From an optimization exercise on the open Yosys and OpenROAD flow, aimed at small area; shortcuts taken in it are not production practice. Where RTL was checked, it was by simulation tests only, not by an equivalence proof against the original. Power figures rest on the tool's default switching activity, not on a simulated workload.

## red
## cordic
module cordic (
    input clock,
    input reset,
    output signed [12:0] sine,
    output signed [12:0] cosine
);
    logic [3:0] code;
    logic [7:0] w;
    logic [1:0] q;
    phase_controller pc (.clock(clock), .reset(reset), .code(code), .w(w), .quadrant(q));
    wire [9:0] dirs_ac = {code, ~w[7], w[6:2]};
    wire tie1 = q[0] && (code == 4'd12) && (w == 8'h88);
    wire tie2 = q[0] && (code == 4'd4) && (w == 8'h88);
    wire [9:0] dirs_a = tie1 ? 10'b0100000010 : tie2 ? 10'b1100000010 : dirs_ac ^ {10{q[0]}};
    logic [10:0] x8, y8;
    wire [6:0] ts = dirs_a[9:3];
    wire sw = ts[6];
    wire [5:0] tj = ts[5:0] ^ {6{sw}};
    logic [10:0] ta, tb;
    assign ta = ({11{tj == 6'd11}} & 11'h7fe)
            | ({11{tj == 6'd12}} & 11'h7fd)
            | ({11{tj == 6'd13}} & 11'h7fd)
            | ({11{tj == 6'd14}} & 11'h7fb)
            | ({11{tj == 6'd15}} & 11'h7fb)
            | ({11{tj == 6'd16}} & 11'h7f5)
            | ({11{tj == 6'd17}} & 11'h7f3)
            | ({11{tj == 6'd18}} & 11'h7ef)
            | ({11{tj == 6'd19}} & 11'h7ed)
            | ({11{tj == 6'd20}} & 11'h7e8)
            | ({11{tj == 6'd21}} & 11'h7e4)
            | ({11{tj == 6'd22}} & 11'h7de)
            | ({11{tj == 6'd23}} & 11'h7da)
            | ({11{tj == 6'd24}} & 11'h7d1)
            | ({11{tj == 6'd25}} & 11'h7cb)
            | ({11{tj == 6'd26}} & 11'h7c3)
            | ({11{tj == 6'd27}} & 11'h7bd)
            | ({11{tj == 6'd28}} & 11'h7b4)
            | ({11{tj == 6'd29}} & 11'h7ac)
            | ({11{tj == 6'd30}} & 11'h7a2)
  ...
Size in the first run: roughly 74 flip-flops, roughly 28 I/O pins.
Settings: LEC_CHECK=0, ABC_AREA=1, CAP_MARGIN=20, CORE_MARGIN=2, CORE_UTILIZATION=40, CTS_BUF_LIST=sky130_fd_sc_hd__clkbuf_8, GPL_TIMING_DRIVEN=0, PLACE_DENSITY=0.8, SLEW_MARGIN=20; clock period 5.0 ns.
run.sh (not shown) runs the stock make flow with config.mk's settings and CLKGATE_MAP_FILE= SYNTH_SCRIPT=/design/flow/synth_recipe.tcl, a recipe that flattens the netlist after the stock synthesis.
## Diff of input files: blue against red
diff --git a/flow/design.v b/flow/design.v
--- a/flow/design.v
+++ b/flow/design.v
@@ -525,18 +525,18 @@
         q_r1 <= q;
         x_r1 <= x8;
         y_r1 <= y8;
     end
     logic [10:0] x9, y9;
     addfast2 #(.W(11), .K(4)) ux9 (.a(11'(x_r1)), .b(4'(y_r1 >> 8)), .sub(dirs_r1[2]), .s(x9));
     addfast2 #(.W(11), .K(4)) uy9 (.a(11'(y_r1)), .b(4'(x_r1 >> 8)), .sub(~dirs_r1[2]), .s(y9));
     logic [10:0] x10, y10;
-    addsmall #(.W(11), .K(3)) ux10 (.a(11'(x9)), .b(3'(y9 >> 9)), .sub(dirs_r1[1]), .s(x10));
-    addsmall #(.W(11), .K(3)) uy10 (.a(11'(y9)), .b(3'(x9 >> 9)), .sub(~dirs_r1[1]), .s(y10));
+    addfast2 #(.W(11), .K(3)) ux10 (.a(11'(x9)), .b(3'(y9 >> 9)), .sub(dirs_r1[1]), .s(x10));
+    addfast2 #(.W(11), .K(3)) uy10 (.a(11'(y9)), .b(3'(x9 >> 9)), .sub(~dirs_r1[1]), .s(y10));
     logic [9:0] dirs_r2;
     logic [1:0] q_r2;
     logic [10:0] x_r2;
     logic [10:0] y_r2;
     always_ff @(posedge clock) begin
         dirs_r2 <= dirs_r1;
         q_r2 <= q_r1;
         x_r2 <= x10;
==> run summary <==
blue did not stop at any stage, and its layout met the timing, design-rule and antenna checks. From red to blue the numbers moved as follows: worst-margin pin slew fell 0.095 ns, global-route usage fell 1.2 points, routed wire length grew by about 0.9%, core occupancy in the finished layout has remained practically unchanged. Compared with red, blue degrades power. Cell count for blue: 68 up relative to red. Looking at final worst setup slack across blue and red, the one that comes out higher is red. Sort blue and red by number of gates on the worst path with buffers counted, descending, and red comes first.

* * *

## v6
Another version of the RTL of cordic (not shown whole).
For scale: ~74 flip-flops, roughly 28 I/O pins, about 6500 um2 of cells after synthesis.
export LEC_CHECK = 0
export ABC_AREA = 1
export CAP_MARGIN = 20
export CORE_MARGIN = 2
export CORE_UTILIZATION = 40
export CTS_BUF_LIST = sky130_fd_sc_hd__clkbuf_8
export GPL_TIMING_DRIVEN = 1
export PLACE_DENSITY = 0.8
export SLEW_MARGIN = 20
create_clock -name core_clock -period 5.0 [get_ports {clock}]
Relative to v6, the following input files were edited for v7:
--- a/flow/design.v
+++ b/flow/design.v
@@ -295,22 +295,60 @@
     wire g1 = e | wr[0];
     assign w_step[0] = wr[0] ^ ~e;
     assign w_step[1] = wr[1] ^ g1;
     genvar k;
     generate
         for (k = 2; k < 8; k++) begin : ws
             assign w_step[k] = wr[k] ^ (g1 & (&wr[k-1:1]));
         end
     endgenerate
     logic [5:0] c_next;
+    assign c_next = ({6{c == 6'd0}} & 6'he)
+            | ({6{c == 6'd1}} & 6'hf)
+            | ({6{c == 6'd2}} & 6'h10)
+            | ({6{c == 6'd3}} & 6'h11)
+            | ({6{c == 6'd4}} & 6'h12)
+            | ({6{c == 6'd5}} & 6'h13)
+            | ({6{c == 6'd6}} & 6'h14)
+            | ({6{c == 6'd7}} & 6'h15)
+            | ({6{c == 6'd8}} & 6'h16)
+            | ({6{c == 6'd9}} & 6'h17)
+            | ({6{c == 6'd10}} & 6'h18)
+            | ({6{c == 6'd11}} & 6'h19)
+            | ({6{c == 6'd12}} & 6'h1a)
+            | ({6{c == 6'd13}} & 6'h1b)
+            | ({6{c == 6'd14}} & 6'h1c)
+            | ({6{c == 6'd15}} & 6'h1d)
+            | ({6{c == 6'd16}} & 6'h1e)
+            | ({6{c == 6'd17}} & 6'h1f)
+            | ({6{c == 6'd18}} & 6'h20)
+            | ({6{c == 6'd19}} & 6'h21)
+            | ({6{c == 6'd20}} & 6'h22)
+            | ({6{c == 6'd21}} & 6'h23)
+            | ({6{c == 6'd22}} & 6'h24)
+            | ({6{c == 6'd23}} & 6'h25)
+            | ({6{c == 6'd24}} & 6'h26)
+            | ({6{c == 6'd25}} & 6'he)
+            | ({6{c == 6'd26}} & 6'hf)
+            | ({6{c == 6'd27}} & 6'h10)
+            | ({6{c == 6'd28}} & 6'h11)
+            | ({6{c == 6'd29}} & 6'h12)
+            | ({6{c == 6'd30}} & 6'h13)
+            | ({6{c == 6'd31}} & 6'h14)
+            | ({6{c == 6'd32}} & 6'h15)
+            | ({6{c == 6'd33}} & 6'h16)
+            | ({6{c == 6'd34}} & 6'h17)
+            | ({6{c == 6'd35}} & 6'h18)
+            | ({6{c == 6'd36}} & 6'h19)
+            | ({6{c == 6'd37}} & 6'h1a)
+            | ({6{c == 6'd38}} & 6'h1b);
     wire c_big = (c >= 6'd25);
-    addsub #(.W(6)) uc (.a(c), .b(c_big ? 6'd11 : 6'd14), .sub(c_big), .s(c_next));
     always_ff @(posedge clock) begin
         if (reset || pre) begin
             c <= '0;
             e <= 1'b0;
             r <= 1'b0;
         end
         else begin
             r <= endq;
             if (r)
                 c <= '0;
@@ -475,22 +513,22 @@
     always_ff @(posedge clock) begin
         dirs_r1 <= dirs_a;
         q_r1 <= q;
         x_r1 <= x8;
         y_r1 <= y8;
     end
     logic [10:0] x9, y9;
     addfast2 #(.W(11), .K(4)) ux9 (.a(11'(x_r1)), .b(4'(y_r1 >> 8)), .sub(dirs_r1[2]), .s(x9));
     addfast2 #(.W(11), .K(4)) uy9 (.a(11'(y_r1)), .b(4'(x_r1 >> 8)), .sub(~dirs_r1[2]), .s(y9));
     logic [10:0] x10, y10;
-    addsmall #(.W(11), .K(3)) ux10 (.a(11'(x9)), .b(3'(y9 >> 9)), .sub(dirs_r1[1]), .s(x10));
-    addsmall #(.W(11), .K(3)) uy10 (.a(11'(y9)), .b(3'(x9 >> 9)), .sub(~dirs_r1[1]), .s(y10));
+    addfast2 #(.W(11), .K(3)) ux10 (.a(11'(x9)), .b(3'(y9 >> 9)), .sub(dirs_r1[1]), .s(x10));
+    addfast2 #(.W(11), .K(3)) uy10 (.a(11'(y9)), .b(3'(x9 >> 9)), .sub(~dirs_r1[1]), .s(y10));
     logic [9:0] dirs_r2;
     logic [1:0] q_r2;
     logic [10:0] x_r2;
     logic [10:0] y_r2;
     always_ff @(posedge clock) begin
         dirs_r2 <= dirs_r1;
         q_r2 <= q_r1;
         x_r2 <= x10;
         y_r2 <= y10;
     end
[summary]
Count of TritonRoute iterations in the first routing pass was lower in v7 than in v6. v6 → v7: height of the die now larger; count of clock-buffer cells in the layout now sits higher; fraction of met1 tracks used by global routing now larger; post-synthesis share of cell area spent on and, or, nand and nor gates higher; routed wire length now larger. v7 ends up with a clock period minus worst slack that is 160 ps lower than in v6. For the fraction of synthesized area in multiplexers, v7 came in 0.15 points lower than v6 did. | area after synthesis | v7 vs v6 | 6.8% higher |. v7 vs. v6: utilization saw a decrease; final design area excluding fillers saw an increase.
Only the layout flow was run in v7; the RTL was not checked for function there.

* * *

Another version of the RTL of cordic (not shown whole).
Size in the first run: about 76 flip-flops, roughly 28 I/O pins, ~8700 µm² of cells after synthesis.
Settings: LEC_CHECK=0, ABC_AREA=1, CAP_MARGIN=20, CORE_MARGIN=2, CORE_UTILIZATION=40, CTS_BUF_LIST=sky130_fd_sc_hd__clkbuf_8, GPL_TIMING_DRIVEN=0, PLACE_DENSITY=0.8, SLEW_MARGIN=20; clock period 5.0 ns.
Then changed:
--- a/flow/design.v
+++ b/flow/design.v
@@ -173,38 +173,52 @@
     output [1:0] quadrant
 );
     logic [3:0] cd;
     logic [7:0] wr;
     logic [5:0] c;
     logic e, r;
     logic [1:0] q;
     wire pre = (cd == 4'd0);
     wire up  = ~q[0];
     wire endq = up ? (cd == 4'd14) && (wr == 8'h1d || wr == 8'h1e)
                    : (cd == 4'd1) && (wr == 8'he2 || wr == 8'he1);
-    logic [7:0] up1, dn1;                
+    logic [7:0] up1, dn1, up2, dn2;      
     logic [7:0] upw, upw1, dnw, dnw1;    
     assign up1 = ({8{cd == 0}} & 8'he)
             | ({8{cd == 1}} & 8'h7e)
             | ({8{cd == 2}} & 8'h7e)
             | ({8{cd == 3}} & 8'h76)
             | ({8{cd == 4}} & 8'h7f)
             | ({8{cd == 5}} & 8'h7e)
             | ({8{cd == 6}} & 8'h7f)
             | ({8{cd == 7}} & 8'h40)
             | ({8{cd == 8}} & 8'h7f)
             | ({8{cd == 9}} & 8'h7e)
             | ({8{cd == 10}} & 8'h7e)
             | ({8{cd == 11}} & 8'h76)
             | ({8{cd == 12}} & 8'h7f)
             | ({8{cd == 13}} & 8'h7e);
+    assign up2 = ({8{cd == 0}} & 8'hd)
+            | ({8{cd == 1}} & 8'h7d)
+            | ({8{cd == 2}} & 8'h7d)
+            | ({8{cd == 3}} & 8'h75)
+            | ({8{cd == 4}} & 8'h7e)
+            | ({8{cd == 5}} & 8'h7d)
+            | ({8{cd == 6}} & 8'h7e)
+            | ({8{cd == 7}} & 8'h3f)
+            | ({8{cd == 8}} & 8'h7e)
+            | ({8{cd == 9}} & 8'h7d)
+            | ({8{cd == 10}} & 8'h7d)
+            | ({8{cd == 11}} & 8'h75)
+            | ({8{cd == 12}} & 8'h7e)
+            | ({8{cd == 13}} & 8'h7d);
     assign upw = ({8{cd == 0}} & 8'he1)
             | ({8{cd == 1}} & 8'h81)
             | ({8{cd == 2}} & 8'h80)
             | ({8{cd == 3}} & 8'h88)
             | ({8{cd == 4}} & 8'h81)
             | ({8{cd == 5}} & 8'h81)
             | ({8{cd == 6}} & 8'h80)
             | ({8{cd == 7}} & 8'hbf)
             | ({8{cd == 8}} & 8'h80)
             | ({8{cd == 9}} & 8'h81)
             | ({8{cd == 10}} & 8'h80)
@@ -230,22 +244,35 @@
             | ({8{cd == 4}} & 8'h88)
             | ({8{cd == 5}} & 8'h81)
             | ({8{cd == 6}} & 8'h81)
             | ({8{cd == 7}} & 8'h80)
             | ({8{cd == 8}} & 8'hbf)
             | ({8{cd == 9}} & 8'h80)
             | ({8{cd == 10}} & 8'h81)
             | ({8{cd == 11}} & 8'h80)
             | ({8{cd == 12}} & 8'h88)
             | ({8{cd == 13}} & 8'h81)
             | ({8{cd == 14}} & 8'h81);
+    assign dn2 = ({8{cd == 2}} & 8'h82)
+            | ({8{cd == 3}} & 8'h81)
+            | ({8{cd == 4}} & 8'h89)
+            | ({8{cd == 5}} & 8'h82)
+            | ({8{cd == 6}} & 8'h82)
+            | ({8{cd == 7}} & 8'h81)
+            | ({8{cd == 8}} & 8'hc0)
+            | ({8{cd == 9}} & 8'h81)
+            | ({8{cd == 10}} & 8'h82)
+            | ({8{cd == 11}} & 8'h81)
+            | ({8{cd == 12}} & 8'h89)
+            | ({8{cd == 13}} & 8'h82)
+            | ({8{cd == 14}} & 8'h82);
     assign dnw = ({8{cd == 2}} & 8'h7e)
             | ({8{cd == 3}} & 8'h7e)
             | ({8{cd == 4}} & 8'h76)
             | ({8{cd == 5}} & 8'h7f)
             | ({8{cd == 6}} & 8'h7e)
             | ({8{cd == 7}} & 8'h7f)
             | ({8{cd == 8}} & 8'h40)
             | ({8{cd == 9}} & 8'h7f)
             | ({8{cd == 10}} & 8'h7e)
             | ({8{cd == 11}} & 8'h7e)
             | ({8{cd == 12}} & 8'h76)
@@ -259,25 +286,23 @@
             | ({8{cd == 7}} & 8'h7e)
             | ({8{cd == 8}} & 8'h3f)
             | ({8{cd == 9}} & 8'h7e)
             | ({8{cd == 10}} & 8'h7d)
             | ({8{cd == 11}} & 8'h7d)
             | ({8{cd == 12}} & 8'h75)
             | ({8{cd == 13}} & 8'h7e)
             | ({8{cd == 14}} & 8'h7d);
     wire can_up = (cd != 4'd14);
     wire can_dn = (cd != 4'd1) && (cd != 4'd0);
     wire hit1 = up ? (wr == up1) : (wr == dn1);
-    logic [7:0] near2;
-    assign near2 = up ? wr + 8'd1 : wr - 8'd1;
-    wire hit2 = up ? (near2 == up1) : (near2 == dn1);
+    wire hit2 = up ? (wr == up2) : (wr == dn2);
     wire xing = (up ? can_up : can_dn) && (hit1 || (e && hit2));
     wire over = e && hit1;             
     logic [7:0] w_step, w_cross;
     addsub #(.W(8)) uw (.a(wr), .b({6'd0, e, ~e}), .sub(~up), .s(w_step));
     assign w_cross = up ? (over ? upw1 : upw) : (over ? dnw1 : dnw);
     logic [5:0] c_next;
     assign c_next = ({6{c == 6'd0}} & 6'he)
             | ({6{c == 6'd1}} & 6'hf)
             | ({6{c == 6'd2}} & 6'h10)
             | ({6{c == 6'd3}} & 6'h11)
             | ({6{c == 6'd4}} & 6'h12)
The changed run completed without violations.
Fmax hardly moves.
Die area rises by 1.7%.
Cell count rises by 2.0%.
Wire length rises by 4.8%.
Sequential cell count is unchanged.
Sequential power barely changes.
Only the layout flow was run in the first run of this note; the RTL was not checked for function there.

[separate check: timing with driven ports]
Ports are ideal in the flow. The routed layouts listed here were re-timed in OpenROAD. Step 1 sets driving cells, clkbuf_16 on the clock port and buf_2 on the other inputs (assumed; they add their load-dependent delay and slew). Step 2, shift: input delay + t, output delay - t, t = (earliest + latest rising clock arrival at the registers) / 2. This alone moves slack from input paths to output paths. a / b / c = ideal / step 1 / step 2; a / b = the first two.
| run | t (ns) | slack for setup (ns) | cell pins on the clock port's net |
|---|---|---|---|
| red | 0.376 | 0.402 / 0.363 / 0.428 | 1 |
| blue | 0.375 | 0.298 / 0.266 / 0.641 | 1 |
| v6 | 0.390 | 0.337 / 0.299 / 0.422 | 1 |
| v7 | 0.384 | 0.498 / 0.462 / 0.827 | 1 |
| the first run of note 3 | 0.397 | 0.300 / 0.290 / 0.300 | 1 |
| the second run of note 3 | 0.397 | 0.297 / 0.257 / 0.376 | 1 |
After both steps every run listed still meets setup and hold.
